Context: an optimization exercise on an open-source flow, tuned for small area and a short achievable clock period. The choices shown serve that exercise and are no tape-out recipe. In this exercise RTL edits were held to simulation tests only and were not proved equivalent to the original.

Setup of wip/tundra:
Design top, start of the top module:
module top (input logic clk, rst,
            input logic enable, din,
            input logic signed [10:0] x,
            output logic signed [11:0] q,
            output logic spike);
clock: 12.0 ns
lec_check: 0
cap_margin: 20
core_margin: 2
core_utilization: 40
setup_slack_margin: 5
slew_margin: 60
synth_hierarchical: 1
synth_minimum_keep_size: 0
standard.sh (not shown) runs the stock make flow with config.mk's settings and CLKGATE_MAP_FILE= SYNTH_SCRIPT=/design/flow/synth_recipe.tcl, a recipe that flattens the netlist after the stock synthesis.
==> flow/flow/run.sh <==
#!/bin/bash
# Standard ORFS layout (the standard.sh), with timing repair aimed at a
# setup slack of 8.0 ns at the design's 12 ns clock, so that the resizer keeps
# improving paths that already meet 12 ns.  Logs: standard.log and orfs/logs.
set -euo pipefail
bash standard.sh SETUP_SLACK_MARGIN=8.0 BUFFER_PORTS_ARGS="-buffer_cell sky130_fd_sc_hd__buf_2" finish > standard.log 2>&1
diff inputs: wip/tundra => wip/yarrow
==> flow/flow/run.sh <==
#!/bin/bash
# Standard ORFS layout (the standard.sh), with timing repair aimed at a
# setup slack of 8.6 ns at the design's 12 ns clock, so that the resizer keeps
# improving paths that already meet 12 ns.  Logs: standard.log and orfs/logs.
set -euo pipefail
bash standard.sh SETUP_SLACK_MARGIN=8.6 finish > standard.log 2>&1
Findings:
Per the comparison of wip/yarrow with wip/tundra, multi-input combinational cell count level; final standard cell count with taps included and fillers excluded climbed about 5%; simple-gate portion of the synthesized area held steady.
wip/yarrow ended with every stage complete and zero timing, DRC or antenna violations.
Here is what was changed in the inputs of wip/fjord compared with wip/yarrow.
==> flow/run.sh (new file) <==
#!/bin/bash
# synth_recipe.tcl (not shown) runs the flow's synth.tcl, then flattens the netlist and writes it again
# the make line also repeats each setting of config.mk as NAME=value (left out here)
make -C /OpenROAD-flow-scripts/flow DESIGN_CONFIG=/design/flow/config.mk WORK_HOME=/design/flow/orfs CLKGATE_MAP_FILE= SYNTH_SCRIPT=/design/flow/synth_recipe.tcl finish
removed: flow/flow/run.sh
removed: flow/standard.sh
--- outcome ---
Summary of wip/fjord over wip/yarrow: wire length of the first global-routing pass now smaller, sum of routed wire length over all layers went down, non-clock buffer total of the final layout fell by 85%, post-CTS resize count down 451, total CTS buffers fell by about 2%. wip/yarrow ended up with z0[10] as its first element of the critical path; wip/fjord ended up with x[5].

* * *

## pepper
top again, from the RTL that the note above started with.
Design top, start of the top module:
module top (input logic clk, rst,
            input logic enable, din,
            input logic signed [10:0] x,
            output logic signed [11:0] q,
            output logic spike);
logic [13:0] x7;
logic [16:0] x33;
logic s1_0_s;
logic s1_0_c;
logic s1_1_s;
logic s1_1_c;
logic s1_2_s;
logic s1_2_c;
logic s1_3_s;
logic s1_3_c;
logic s1_4_s;
logic s1_4_c;
logic s1_5_s;
logic s1_5_c;
logic s1_6_s;
logic s1_6_c;
logic s1_7_s;
logic s1_7_c;
logic s1_8_s;
logic s1_8_c;
logic s1_9_s;
logic s1_9_c;
logic s1_10_s;
logic s1_10_c;
logic s1_11_s;
logic s1_11_c;
logic s1_12_s;
logic s1_12_c;
logic s1_13_s;
logic s1_13_c;
logic s1_14_s;
logic s1_14_c;
logic s1_15_s;
logic s1_15_c;
logic s1_16_s;
logic s1_16_c;
logic s1_17_s;
logic s1_17_c;
logic s1_18_s;
logic s1_18_c;
logic s1_19_s;
logic s1_19_c;
logic s1_20_s;
logic s1_20_c;
logic s1_21_s;
logic s1_21_c;
logic s1_22_s;
logic s1_22_c;
logic s1_23_s;
logic s1_23_c;
logic s1_24_s;
logic s1_24_c;
logic s1_25_s;
logic s1_25_c;
logic s1_26_s;
logic s1_26_c;
logic s1_27_s;
logic s1_27_c;
logic s1_28_s;
logic s1_28_c;
logic s1_29_s;
logic s1_29_c;
logic s1_30_s;
logic s1_30_c;
logic s1_31_s;
logic s1_31_c;
logic s1_32_s;
logic s1_32_c;
logic s1_33_s;
logic s1_33_c;
logic s1_34_s;
logic s1_34_c;
logic s1_35_s;
logic s1_35_c;
logic s1_36_s;
logic s1_36_c;
logic s1_37_s;
logic s1_37_c;
logic s1_38_s;
logic s1_38_c;
logic s1_39_s;
logic s1_39_c;
logic s1_40_s;
logic s1_40_c;
logic s1_41_s;
logic s1_41_c;
logic s1_42_s;
logic s1_42_c;
logic s1_43_s;
logic s1_43_c;
logic s1_44_s;
logic s1_44_c;
logic s1_45_s;
logic s1_45_c;
logic s1_46_s;
logic s1_46_c;
logic s1_47_s;
logic s1_47_c;
logic s1_48_s;
  ...
clock: 12.0 ns
lec_check: 0
cap_margin: 20
core_margin: 2
core_utilization: 40
setup_slack_margin: 5
slew_margin: 60
synth_hierarchical: 1
synth_minimum_keep_size: 0
==> flow/flow/run.sh <==
#!/bin/bash
# Standard ORFS layout (the standard.sh), with timing repair aimed at a
# setup slack of 8.0 ns at the design's 12 ns clock, so that the resizer keeps
# improving paths that already meet 12 ns.  Logs: standard.log and orfs/logs.
set -euo pipefail
bash standard.sh SETUP_SLACK_MARGIN=8.0 finish > standard.log 2>&1
Input-level comparison between indigo and pepper:
- swapping 40 for 50 in CORE_UTILIZATION
- putting PLACE_DENSITY at 0.6 where nothing was set
- swapping 60 for 40 in SLEW_MARGIN
==> flow/run.sh (new file) <==
#!/bin/bash
# synth_recipe.tcl (not shown) runs the flow's synth.tcl, then flattens the netlist and writes it again
# the make line also repeats each setting of config.mk as NAME=value (left out here)
make -C /OpenROAD-flow-scripts/flow DESIGN_CONFIG=/design/flow/config.mk WORK_HOME=/design/flow/orfs CLKGATE_MAP_FILE= SYNTH_SCRIPT=/design/flow/synth_recipe.tcl finish
removed: flow/flow/run.sh
removed: flow/standard.sh
Findings:
- Per the comparison of indigo with pepper, count of nets after finishing dropped 62, multi-input gate share of total cell area has increased, wire length on met2 -3.0%, global routing met3 resource utilization went up, cell area after layout fell 0.0014 mm2.
- Clock-buffer cell count on indigo is up relative to pepper.
- indigo finished end to end and its layout was clean on timing, DRC and antenna.
- Across both runs, die height was lower for indigo than for pepper.
diff inputs: indigo => nickel
- SLEW_MARGIN now 60, was 40
- CORE_UTILIZATION now 40, was 50
- PLACE_DENSITY no longer set, was 0.6
==> flow/flow/run.sh (new file) <==
#!/bin/bash
# Standard ORFS layout (the standard.sh), with timing repair aimed at a
# setup slack of 8.0 ns at the design's 12 ns clock, so that the resizer keeps
# improving paths that already meet 12 ns.  Logs: standard.log and orfs/logs.
set -euo pipefail
bash standard.sh SETUP_SLACK_MARGIN=8.0 TNS_END_PERCENT=0 BUFFER_PORTS_ARGS="-buffer_cell sky130_fd_sc_hd__buf_2" finish > standard.log 2>&1
==> flow/standard.sh (new file) <==
#!/bin/bash
# synth_recipe.tcl (not shown) runs the flow's synth.tcl, then flattens the netlist and writes it again
# the make line also repeats each setting of config.mk as NAME=value (left out here)
make -C /OpenROAD-flow-scripts/flow DESIGN_CONFIG=/design/flow/config.mk WORK_HOME=/design/flow/orfs CLKGATE_MAP_FILE= SYNTH_SCRIPT=/design/flow/synth_recipe.tcl "${@:-finish}"
removed: flow/run.sh
Findings:
nickel vs. indigo: count of buffers not belonging to the clock network in the layout shows an increase of 12; overall die width shows an increase of about 12%.

what the ideal ports hide:
Ports are ideal in the flow. The routed layouts listed here were re-timed in OpenROAD. Step 1 (the two cells are an assumption about what drives the block):
set clk [get_ports {clk}]
set_driving_cell -lib_cell sky130_fd_sc_hd__clkbuf_16 $clk
set_driving_cell -lib_cell sky130_fd_sc_hd__buf_2 [delete_from_list [all_inputs] $clk]
Step 2 adds t to the input delays and takes it off the output delays; t is the mean of the earliest and latest rising clock arrival at the registers after step 1. Input paths then give back, and output paths get back, about the clock's delay inside the block. Three values: ideal, step 1, step 2; two values: the first two.
| run | t, ns | slack for setup (ns) | hold slack, ns | clock arrival spread, ns | worst data-port slew with drivers (ns) |
|---|---|---|---|---|---|
| wip/tundra | 0.647 | 7.928 / 7.928 / 7.570 | 0.438 / 0.438 / 0.438 | 0.025 / 0.025 | 0.07 |
| wip/yarrow | 0.645 | 7.894 / 7.894 / 7.606 | 0.438 / 0.438 / 0.438 | 0.030 / 0.030 | 0.08 |
| wip/fjord | 0.647 | 7.467 / 7.496 / 6.849 | 0.427 / 0.427 / 0.427 | 0.022 / 0.022 | 0.05 |
| pepper | 0.649 | 7.915 / 7.915 / 7.453 | 0.432 / 0.432 / 0.432 | 0.031 / 0.031 | 0.06 |
| indigo | 0.645 | 7.466 / 7.466 / 6.887 | 0.436 / 0.436 / 0.436 | 0.022 / 0.022 | 0.05 |
| nickel | 0.639 | 7.786 / 7.786 / 7.477 | 0.437 / 0.437 / 0.437 | 0.037 / 0.037 | 0.07 |
After both steps setup and hold are still met in every run listed. For wip/fjord, which loses most, drivers alone change the setup slack by +0.029 ns; drivers and shift together by -0.618 ns.
